This is an optimization exercise on Yosys and OpenROAD, whose aim is small area, not a production implementation.
Where RTL was checked, it was by simulation tests only, not by an equivalence proof against the original.

==> flow/design.v (excerpt) <==
module pcie_irq
(
   input            Clk_i,
   input            Rstn_i,
   input            MsixStructSChipSelect_i,
   input   [13:0]   MsixStructSAddress_i,
   input   [3:0]    MsixStructSByteEnable_i,
   input            MsixStructSRead_i,
   output  [31:0]   MsixStructSReadData_o,
   input            MsixStructSWrite_i,
   input   [31:0]   MsixStructSWriteData_i,
   output           MsixStructSWaitRequest_o,
   output           MsixMWrite_o,
   output  [63:0]   MsixMAddress_o,
   output  [31:0]   MsixMWriteData_o,
   output  [3:0]    MsixMByteEnable_o,
   input            MsixMWaitRequest_i,
   input   [31:0]   Irq_i,
   input   [81:0]   MsiIntfc_i,
   input   [15:0]   MsixIntfc_i,
   output           IntxReq_o,
   input            IrqRead_i,
   output  [31:0]   IrqReadData_o,
  input    [31:0]   MaskWritedata_i,
  input             MaskRead_i,
  input             MaskWrite_i,
  input    [3:0]    MaskByteenable_i,
  output   [31:0]   MaskReaddata_o,
  ...
For scale: roughly 2600 cells after synthesis, about 1300 flip-flops, ~430 I/O pins.
Settings: LEC_CHECK=0, CAP_MARGIN=20, CORE_MARGIN=2, CORE_UTILIZATION=40, SLEW_MARGIN=20, SYNTH_HIERARCHICAL=1; clock period 10.0 ns.
standard.sh (not shown) runs the stock make flow with config.mk's settings and CLKGATE_MAP_FILE= SYNTH_SCRIPT=/design/flow/synth_recipe.tcl, a recipe that flattens the netlist after the stock synthesis.
==> flow/flow/run.sh <==
#!/bin/bash
set -euo pipefail
export BUFFER_PORTS_ARGS="-buffer_cell sky130_fd_sc_hd__buf_1"
export CTS_ARGS="-sink_clustering_enable -repair_clock_nets -sink_clustering_size 10 -sink_clustering_max_diameter 60 -buf_list sky130_fd_sc_hd__clkbuf_4 -dont_use_dummy_load"
bash standard.sh > standard_flow.log 2>&1
Rerun with:
--- a/flow/design.v
+++ b/flow/design.v
@@ -246,24 +246,23 @@
 always @(posedge Clk_i) begin
   ring[30*32 +: 32] <= heads[10*32 +: 32];
   ring[31*32 +: 32] <= ring[30*32 +: 32];
 end
 wire [32*11-1:0] tails;
 generate
   for (r = 0; r < 11; r = r + 1) begin : TAIL
     assign tails[r*32 +: 32] = ring[(r == 10 ? 31 : 3*r+2)*32 +: 32];
   end
 endgenerate
-wire [10:0] aw_ring  = ring_of(aw);
-wire [10:0] hring    = aw_ring & {11{~a13}};
-wire        host_cap = host_rwin & (a13 | (at_tail(aw, ktail, t2) & ~|(put & aw_ring)
-                                           & ~(aw_ring[10] & (hs == H_READ))));
+wire [10:0] hring    = ring_of(aw);
+wire        host_cap = host_rwin & at_tail(aw, ktail, t2) & ~(wbuf_v & (wbuf_a == aw))
+                       & ~(hring[10] & (hs == H_READ));
 wire [31:0] tsel;
 wire [31:0] wbuf_dn;
 wire        wbuf_hold = ~(mem_we | host_cap);
 genvar bb;
 generate
   for (bb = 0; bb < 32; bb = bb + 1) begin : WBUF_D
     pcie_irq_aoi222 u_aoi (.a1(MsixStructSWriteData_i[bb]), .a2(mem_we),
                            .b1(tsel[bb]), .b2(host_cap),
                            .c1(wbuf[bb]), .c2(wbuf_hold), .y(wbuf_dn[bb]));
   end
@@ -415,32 +414,34 @@
     endcase
   end
 endfunction
 wire [4:0]  gcap   = gen_cap_tab({gs, arb_i, t3});
 wire        gen_cap = gcap[4];
 wire [1:0]  gi     = gcap[3:2];
 wire [1:0]  gd     = gcap[1:0];
 wire [4:0]  gword  = {1'b0, arb_i, gi};
 wire [10:0] gring  = ring_of(gword);
 wire        g_old  = (gd == 2'd0) | ((gd == 2'd1) & ~land1) | ((gd == 2'd2) & ~land1 & ~land2);
-wire        g_byp  = |(put & gring) & g_old;
-reg  [2:0]  dv;           
+wire        g_byp  = wbuf_v & (wbuf_a == gword) & g_old;
+reg         dv;           
 reg  [1:0]  di;           
 wire        g_use  = gen_cap & (gi != 2'd3) & ~host_cap;
 wire        g_dfr  = gen_cap & (gi != 2'd3) &  host_cap;
 wire [4:0]  dword  = {1'b0, arb_i, di};
-wire        dcap   = dv[2];
-always @(posedge Clk_i) begin
-  dv <= {dv[1:0], g_dfr} & {3{~gen_idle}};
-  if (g_dfr)
+wire        dcap   = dv & at_tail(dword, ktail, t2);
+always @(posedge Clk_i)
+  if (gen_idle | dcap)
+    dv <= 1'b0;
+  else if (g_dfr) begin
+    dv <= 1'b1;
     di <= gi;
-end
+  end
 wire [10:0] tring = host_cap ? hring :
                     dcap     ? ring_of(dword) :
                     (g_use & ~g_byp) ? gring : 11'b0;
 wire        tbyp  = g_use & g_byp;
 wire [11:0] tsel_s = {tbyp, tring};
 wire [32*12-1:0] tsel_d = {wbuf, tails};
 genvar b;
 generate
   for (b = 0; b < 32; b = b + 1) begin : TSEL
     wire [3:0] part;
@@ -478,21 +479,21 @@
 generate
   for (eb = 0; eb < 96; eb = eb + 1) begin : E_D
     pcie_irq_ao22 u_ao (.a1(tsel[eb % 32]), .a2(e_en[eb / 32]),
                         .b1(e_q[eb]), .b2(e_keep[eb / 32]), .y(e_d[eb]));
   end
 endgenerate
 always @(posedge Clk_i) begin
   {e2, e1, e0} <= e_d;
   if (gen_cap && gi == 2'd3) vmask <= g_byp ? wbuf[0] : vm_tail;
 end
-assign MsixStructSReadData_o = {wbuf[31:4], a13 ? pba : wbuf[3:0]};
+assign MsixStructSReadData_o = a13 ? {28'b0, pba} : wbuf;
 assign MsixMWrite_o      = (gs == G_MSIX) | (gs == G_MSI);
 wire   sel_entry         = msix_mode & ev;
 wire   sel_msi           = ~msix_mode;
 wire [79:0] out_e        = {e2[15:0], e1, e0};
 wire [79:0] out_m;
 genvar ob;
 generate
   for (ob = 0; ob < 80; ob = ob + 1) begin : OUT
     pcie_irq_ao22 u_ao (.a1(out_e[ob]), .a2(sel_entry),
                         .b1(MsiIntfc_i[ob]), .b2(sel_msi), .y(out_m[ob]));
=> The new run went through all stages and came out clean. Worst setup slack gets better by 160 ps. Wire length increases by a few percent. First-iteration DRC count climbs by about a fifth. Sequential cell count is lower by 2. Clock-buffer cell count went down by 1. Area after synthesis grows slightly.
The RTL of the second run of this note was laid out without a check of its function.

afterwards: timing with drivers on the ports:
No port has a modelled driver above. Below, the same layouts with a new extraction and two added sets of constraints.
Step 1, drivers: a clkbuf_16 drives Clk_i and a buf_2 each remaining input, both assumed.
Step 2, shift: input delay + t, output delay - t, t = (earliest + latest rising clock arrival at the registers) / 2. This alone moves slack from input paths to output paths.
Three values: no drivers, after step 1, after step 2; two values: the first two.
run	t, ns	setup slack, ns	hold WS [ns]	slew at the worst register clock pin (ns)	worst slew at a driven data input, ns
the first run	1.044	3.677 / 3.652 / 3.652	0.225 / 0.225 / 0.225	0.11 / 0.11	0.07
the second run	1.075	3.833 / 3.787 / 3.787	0.218 / 0.218 / 0.218	0.11 / 0.11	0.06
After both steps setup and hold are still met in every run listed. The setup slack of the second run, which loses most, moves by -0.046 ns with the drivers and by -0.046 ns with both steps.
